Source: an optimization exercise on an open RTL-to-GDS flow (aim: small area, a short achievable clock period and few clock cycles). Production flows keep margins and buffers that such runs may drop. Only simulation tests tie the RTL to the original design; equivalence was not proved.

== the reference run ==
// goldschmidt_divider_q4_4
module goldschmidt_divider_q4_4 (
    input  wire       clk,
    input  wire       rst_n,
    input  wire       start,
    input  wire [7:0] numerator,
    input  wire [7:0] denominator,
    output wire [7:0] quotient,
    output reg        valid,
    output reg        error
);
For scale: ~1400 cells after synthesis, about 84 flip-flops.
export LEC_CHECK = 0
export ABC_AREA = 1
export CAP_MARGIN = 20
export CORE_MARGIN = 2
export CORE_UTILIZATION = 55
export SETUP_SLACK_MARGIN = 1.5
export SLEW_MARGIN = 20
create_clock -name core_clock -period 8.0 [get_ports {clk}]
standard.sh (not shown) runs the stock make flow with config.mk's settings and CLKGATE_MAP_FILE= SYNTH_SCRIPT=/design/flow/synth_recipe.tcl, a recipe that flattens the netlist after the stock synthesis.
==> flow/flow/run.sh <==
#!/bin/bash
set -euo pipefail
bash standard.sh MATCH_CELL_FOOTPRINT=0 'BUFFER_PORTS_ARGS=-buffer_cell sky130_fd_sc_hd__buf_2' finish > standard.log 2>&1
Testbench counts of the reference run, summed over its fixed seeds: cycles 32,000.
The inputs of the trial run differ from those of the reference run as listed below.
==> flow/flow/run.sh <==
#!/bin/bash
# The standard layout (the standard.sh: ORFS synthesis to the final
# layout, unchanged), with two settings changed: timing repair may swap a cell
# for one of another footprint (sky130hd's platform config restricts repair to
# same-footprint sizes), and the buffer put on every input and output port is
# a buf_2 rather than the resizer's default pick. The whole ORFS run's output
# goes to standard.log.
set -euo pipefail
bash standard.sh MATCH_CELL_FOOTPRINT=0 'BUFFER_PORTS_ARGS=-buffer_cell sky130_fd_sc_hd__buf_2' finish > standard.log 2>&1
Notes after the runs:
The trial run reached the end of the flow, and the finished layout is clean on the timing, design-rule and antenna checks. Reported for the reference run and the trial run, tap cell instance count turned out identical to the last digit. Starting density of the core came out exactly the same in the reference run and the trial run. From the trial run to the reference run, global-route met2 utilization did not move at all. Area of the die of the trial run is on par with the reference run. Diff the trial run..the reference run | length of the first detailed-routing pass in iterations | unchanged. Re final routed DRC violation total: no difference whatsoever between the trial run and the reference run.

* * *

Another version of the RTL of goldschmidt_divider_q4_4 (not shown whole).
Size in the first run: roughly 1300 cells after synthesis, about 83 flip-flops, ~29 I/O pins.
clock: 8.0 ns
lec_check: 0
abc_area: 1
cap_margin: 20
core_margin: 2
core_utilization: 40
setup_slack_margin: 0.5
slew_margin: 20
==> flow/flow/run.sh <==
#!/bin/bash
set -euo pipefail
bash standard.sh MATCH_CELL_FOOTPRINT=0 'BUFFER_PORTS_ARGS=-buffer_cell sky130_fd_sc_hd__buf_2' finish > standard.log 2>&1
The baseline produced a clean layout.
Testbench counts at the start, summed over its fixed seeds: cycles 32,000.
==> next run, changes <==
SETUP_SLACK_MARGIN = 1.0   (was 0.5)
Global-route usage does not change.
Synthesized area is unchanged.
Design area climbs by 0.39%.
Utilization went up by 0.17 points.
Hold slack hardly moves.
Cell count stays the same.
Via count stays flat.
==> next run, changes <==
SETUP_SLACK_MARGIN = 1.5   (was 1.0)
What happened:
- The changed run finished with timing, DRC and antenna clean
- fmax climbs by about 2%
- hold slack hardly moves
- area after synthesis does not change
- cell area came out higher by 3.4%
- synthesized cell count does not change
==> next run, changes <==
SETUP_SLACK_MARGIN = not set   (was 1.5)
Effect: The changed run passed the timing, design-rule and antenna checks; clock skew is about the same; register-to-register slack is worse by 290 ps; setup slack is worse by 380 ps; area after synthesis stays the same; non-clock buffer count fell by 15; routed wire length fell by 2.5%; clock-buffer cell count stays the same.

* * *

goldschmidt_divider_q4_4, a different RTL version from the one above (not shown whole).
For scale: roughly 1400 cells after synthesis, roughly 67 flip-flops, roughly 29 I/O pins, about 10000 um2 of cells after synthesis.
Settings: LEC_CHECK=0, CAP_MARGIN=20, CORE_MARGIN=2, CORE_UTILIZATION=40, SLEW_MARGIN=20; clock period 8.0 ns.
==> flow/flow/run.sh <==
#!/bin/bash
# Standard layout, but let timing repair swap cells across footprints
# (sky130hd's platform default restricts it to same-footprint sizes).
set -euo pipefail
bash standard.sh MATCH_CELL_FOOTPRINT=0 finish > standard.log 2>&1
Testbench counts at the start, summed over its fixed seeds: cycles 32,000.
Change:
==> flow/flow/run.sh (replaced) <==
#!/bin/bash
set -euo pipefail
bash standard.sh MATCH_CELL_FOOTPRINT=0 finish > standard.log 2>&1
--- a/flow/config.mk
+++ b/flow/config.mk
@@ -7,0 +8 @@
+export ABC_AREA = 1
@@ -10,0 +12 @@
+export SETUP_SLACK_MARGIN = 1.5
What happened: Wire length stays flat. Critical path depth decreases by 1. Cell area came out lower by 0.41%. Setup slack gains 1.3 ns. Utilization rises by 2.4 points.
Change:
==> flow/run.sh (new file) <==
#!/bin/bash
# synth_recipe.tcl (not shown) runs the flow's synth.tcl, then flattens the netlist and writes it again
# the make line also repeats each setting of config.mk as NAME=value (left out here)
make -C /OpenROAD-flow-scripts/flow DESIGN_CONFIG=/design/flow/config.mk WORK_HOME=/design/flow/orfs CLKGATE_MAP_FILE= SYNTH_SCRIPT=/design/flow/synth_recipe.tcl finish
--- a/flow/config.mk
+++ b/flow/config.mk
@@ -12 +11,0 @@
-export SETUP_SLACK_MARGIN = 1.5
removed: flow/flow/run.sh
removed: flow/standard.sh
Result: Final cell count goes down slightly; cell area goes down by a few percent; global-route usage goes down by 0.11 points; register-to-register slack got worse by 0.48 ns; worst setup slack got worse by 0.74 ns; routed wire length goes down slightly; fmax goes down by roughly a tenth; clock-buffer cell count is unchanged; via count hardly moves; synthesized cell count stays the same.
Change:
==> flow/flow/run.sh (new file) <==
#!/bin/bash
set -euo pipefail
bash standard.sh MATCH_CELL_FOOTPRINT=0 finish > standard.log 2>&1
==> flow/standard.sh (new file) <==
#!/bin/bash
# synth_recipe.tcl (not shown) runs the flow's synth.tcl, then flattens the netlist and writes it again
# the make line also repeats each setting of config.mk as NAME=value (left out here)
make -C /OpenROAD-flow-scripts/flow DESIGN_CONFIG=/design/flow/config.mk WORK_HOME=/design/flow/orfs CLKGATE_MAP_FILE= SYNTH_SCRIPT=/design/flow/synth_recipe.tcl "${@:-finish}"
--- a/flow/config.mk
+++ b/flow/config.mk
@@ -11 +11,2 @@
-export CORE_UTILIZATION = 40
+export CORE_UTILIZATION = 60
+export SETUP_SLACK_MARGIN = 2.5
removed: flow/run.sh
Effect:
- The new run finished with timing, DRC and antenna clean
- cell area rises by about 9%
- fmax came out higher by about 12%
- global-route usage grows by 12 points
- via count climbs by 6.1%
Change:
--- a/flow/config.mk
+++ b/flow/config.mk
@@ -8 +7,0 @@
-export ABC_AREA = 1
@@ -11,2 +10,2 @@
-export CORE_UTILIZATION = 60
-export SETUP_SLACK_MARGIN = 2.5
+export CORE_UTILIZATION = 40
+export SETUP_SLACK_MARGIN = 1.5
Result: Core utilization decreases by 26 points. Non-clock buffer count goes down by 10. Die area increases by well over a third.

static timing again, ports no longer ideal:
In the flow no input, the clock included, has a driving cell. The finished layouts below were timed again as built, in two steps.
Step 1 (the two cells are an assumption about what drives the block):
set clk [get_ports {clk}]
set_driving_cell -lib_cell sky130_fd_sc_hd__clkbuf_16 $clk
set_driving_cell -lib_cell sky130_fd_sc_hd__buf_2 [delete_from_list [all_inputs] $clk]
Step 2 also shifts input and output timing later by t, the mid clock arrival at the registers, as if the neighbouring blocks saw the same clock.
a / b / c = no drivers / after step 1 / after step 2; a / b = the first two.
| run | t (ns) | setup WS [ns] | worst setup path after step 2 | latest minus earliest clock arrival (ns) |
|---|---|---|---|---|
| the reference run | 0.378 | 2.004 / 2.004 / 2.004 | register to register | 0.006 / 0.006 |
| the trial run | 0.378 | 2.004 / 2.004 / 2.004 | register to register | 0.006 / 0.006 |
| the first run of note 2 | 0.382 | 1.266 / 1.225 / 1.543 | register to register | 0.015 / 0.015 |
| the second run of note 2 | 0.382 | 1.527 / 1.486 / 1.624 | register to register | 0.014 / 0.014 |
| the third run of note 2 | 0.382 | 1.647 / 1.606 / 1.828 | register to register | 0.015 / 0.015 |
| the fourth run of note 2 | 0.382 | 1.266 / 1.225 / 1.543 | register to register | 0.015 / 0.015 |
| the first run of note 3 | 0.365 | 0.421 / 0.381 / 0.746 | register to output | 0.007 / 0.008 |
| the second run of note 3 | 0.365 | 1.718 / 1.676 / 1.950 | input to register | 0.008 / 0.008 |
| the third run of note 3 | 0.364 | 0.976 / 0.935 / 1.299 | register to output | 0.009 / 0.009 |
| the fourth run of note 3 | 0.371 | 1.704 / 1.660 / 2.032 | register to output | 0.007 / 0.007 |
| the fifth run of note 3 | 0.365 | 0.995 / 0.955 / 1.320 | register to output | 0.009 / 0.008 |
After both steps setup and hold are still met in every run listed.
